What follows belongs to an exercise in optimizing a design on an open flow for small area and few clock cycles; a production flow would make more cautious choices. The RTL was checked by simulation tests, not by an equivalence proof against the original design. No activity file was given, so power comes from the tool's default toggle rates.

// c6502
module c6502
(
    input               clock,
    input               ce,
    input               reset_n,
    output reg  [15:0]  address,
    input       [ 7:0]  in,
    output      [ 7:0]  out,
    output              we
);
Size in the first run: about 740 cells after synthesis.
==> flow/config.mk <==
export PLATFORM = sky130hd
export DESIGN_NAME = c6502
export DESIGN_NICKNAME = c6502
export VERILOG_FILES = /design/flow/design.v
export SDC_FILE = /design/flow/constraint.sdc
export NUM_CORES = 4
export LEC_CHECK = 0
export ABC_AREA = 1
export CAP_MARGIN = 20
export CORE_MARGIN = 2
export CORE_UTILIZATION = 65
export GPL_TIMING_DRIVEN = 0
export SLEW_MARGIN = 20
==> flow/constraint.sdc <==
create_clock -name core_clock -period 10.0 [get_ports {clock}]
set_input_delay 2.0000 -clock core_clock [delete_from_list [all_inputs] [get_ports {clock}]]
set_output_delay 2.0000 -clock core_clock [all_outputs]
set_load 0.01 [all_outputs]
standard.sh (not shown) runs the stock make flow with config.mk's settings and CLKGATE_MAP_FILE= SYNTH_SCRIPT=/design/flow/synth_recipe.tcl, a recipe that flattens the netlist after the stock synthesis.
==> flow/flow/run.sh <==
#!/bin/bash
# Standard layout, except that:
# - the combinational part of the standard synthesis netlist is mapped again
#   for area, in two passes, keeping the smaller (flip-flops untouched: same names, cells and connections);
# - the port buffers use the smallest buffer cell;
# - clock tree synthesis uses clkbuf_8 and inserts no dummy loads.
set -euo pipefail
RES=orfs/results/sky130hd/c6502/base
VARS=("BUFFER_PORTS_ARGS=-buffer_cell sky130_fd_sc_hd__buf_1"
      "CTS_ARGS=-sink_clustering_enable -repair_clock_nets -dont_use_dummy_load -buf_list sky130_fd_sc_hd__clkbuf_8")
bash standard.sh synth > synth.log 2>&1
cp $RES/1_2_yosys.v $RES/1_2_yosys_standard.v
bash flow/remap.sh $RES/1_2_yosys_standard.v $RES/1_2_yosys_pass1.v "$PWD/flow/area.abc" remap1.log
bash flow/remap.sh $RES/1_2_yosys_pass1.v $RES/1_2_yosys_pass2.v "$PWD/flow/area.abc" remap2.log
# keep the smaller of the two passes
a1=$(grep "Chip area" remap1.log | tail -1 | awk '{print $NF}')
a2=$(grep "Chip area" remap2.log | tail -1 | awk '{print $NF}')
if awk -v a="$a1" -v b="$a2" 'BEGIN { exit !(b < a) }'; then
  cp $RES/1_2_yosys_pass2.v $RES/1_2_yosys.v
else
  cp $RES/1_2_yosys_pass1.v $RES/1_2_yosys.v
fi
rm -f $RES/1_synth.odb $RES/1_synth.sdc
bash standard.sh "${VARS[@]}" finish > layout.log 2>&1
Other scripts of this flow, unchanged in this note and not shown: flow/flow/area.abc, flow/flow/dont_use.txt, flow/flow/remap.sh
Testbench counts at the start, summed over its fixed seeds: cycles 85,565.
Then changed:
Settings changed: CORE_UTILIZATION 65 to 60.
What happened: Power rises by 1.4%; die area is higher by 7.7%; clock-buffer cell count does not change; sequential share of layout area increases by 0.27 points; flip-flop and latch count is unchanged; clock power is about the same; clock skew is about the same; register-to-register slack loses 0.14 ns.

---

Setup of oak:
Another version of the RTL of c6502 (not shown whole).
Size: ~770 cells after synthesis, roughly 5400 µm² of cells after synthesis.
Settings: LEC_CHECK=0, ABC_AREA=1, CAP_MARGIN=20, CORE_MARGIN=2, CORE_UTILIZATION=70, GPL_TIMING_DRIVEN=0, SLEW_MARGIN=20; clock period 10.0 ns.
Scripts as last shown in full above: flow/flow/run.sh
Other scripts of this flow, unchanged in this note and not shown: flow/flow/area.abc, flow/flow/dont_use.txt, flow/flow/remap.sh
Testbench counts of oak, summed over its fixed seeds: cycles 85,565.
The following lists how pine was set up differently from oak:
# oak
export LEC_CHECK = 0
export ABC_AREA = 1
export CAP_MARGIN = 20
export CORE_MARGIN = 2
export CORE_UTILIZATION = 70
export GPL_TIMING_DRIVEN = 0
export SLEW_MARGIN = 20
create_clock -name core_clock -period 10.0 [get_ports {clock}]
# pine
export LEC_CHECK = 0
export ABC_AREA = 1
export CAP_MARGIN = 20
export CORE_MARGIN = 2
export CORE_UTILIZATION = 60
export GPL_TIMING_DRIVEN = 0
export SLEW_MARGIN = 20
create_clock -name core_clock -period 10.0 [get_ports {clock}]
Findings:
Looking at area overhead of the layout relative to synthesis across pine and oak, the one that comes out higher is pine.
Going from oak to pine, met2 track demand over resource shows a reduction of 6.1 points, fraction of met1 tracks used by global routing shows a reduction of 4.4 points, overall power shows a reduction of about 0.8%, met3 usage shows a reduction of 3.6 points, smallest hold slack shows no meaningful change.
pine vs oak, via count went down by 224.
oak → pine: cell count after synthesis now smaller, share of the clock period used by the worst path after layout picked up an extra 0.70 points, first-pass GRT wire length has increased, post-route minimum period went up 0.070 ns.

## separate check: timing with driven ports
In the flow no input, the clock included, has a driving cell. The finished layouts below were timed again as built, in two steps. Step 1 (the two cells are an assumption about what drives the block):
set clk [get_ports {clock}]
set_driving_cell -lib_cell sky130_fd_sc_hd__clkbuf_16 $clk
set_driving_cell -lib_cell sky130_fd_sc_hd__buf_2 [delete_from_list [all_inputs] $clk]
Step 2, shift: input delay + t, output delay - t, t = (earliest + latest rising clock arrival at the registers) / 2. This alone moves slack from input paths to output paths. a / b / c = no drivers / after step 1 / after step 2; a / b = the first two.
| run | t (ns) | slack for setup (ns) | latest minus earliest clock arrival (ns) |
|---|---|---|---|
| the first run of note 1 | 0.387 | 0.351 / 0.317 / 0.705 | 0.041 / 0.041 |
| the second run of note 1 | 0.388 | 0.443 / 0.408 / 0.796 | 0.039 / 0.038 |
| oak | 0.391 | 0.563 / 0.529 / 0.919 | 0.029 / 0.029 |
| pine | 0.391 | 0.493 / 0.458 / 0.850 | 0.035 / 0.035 |
After both steps setup and hold are still met in every run listed.
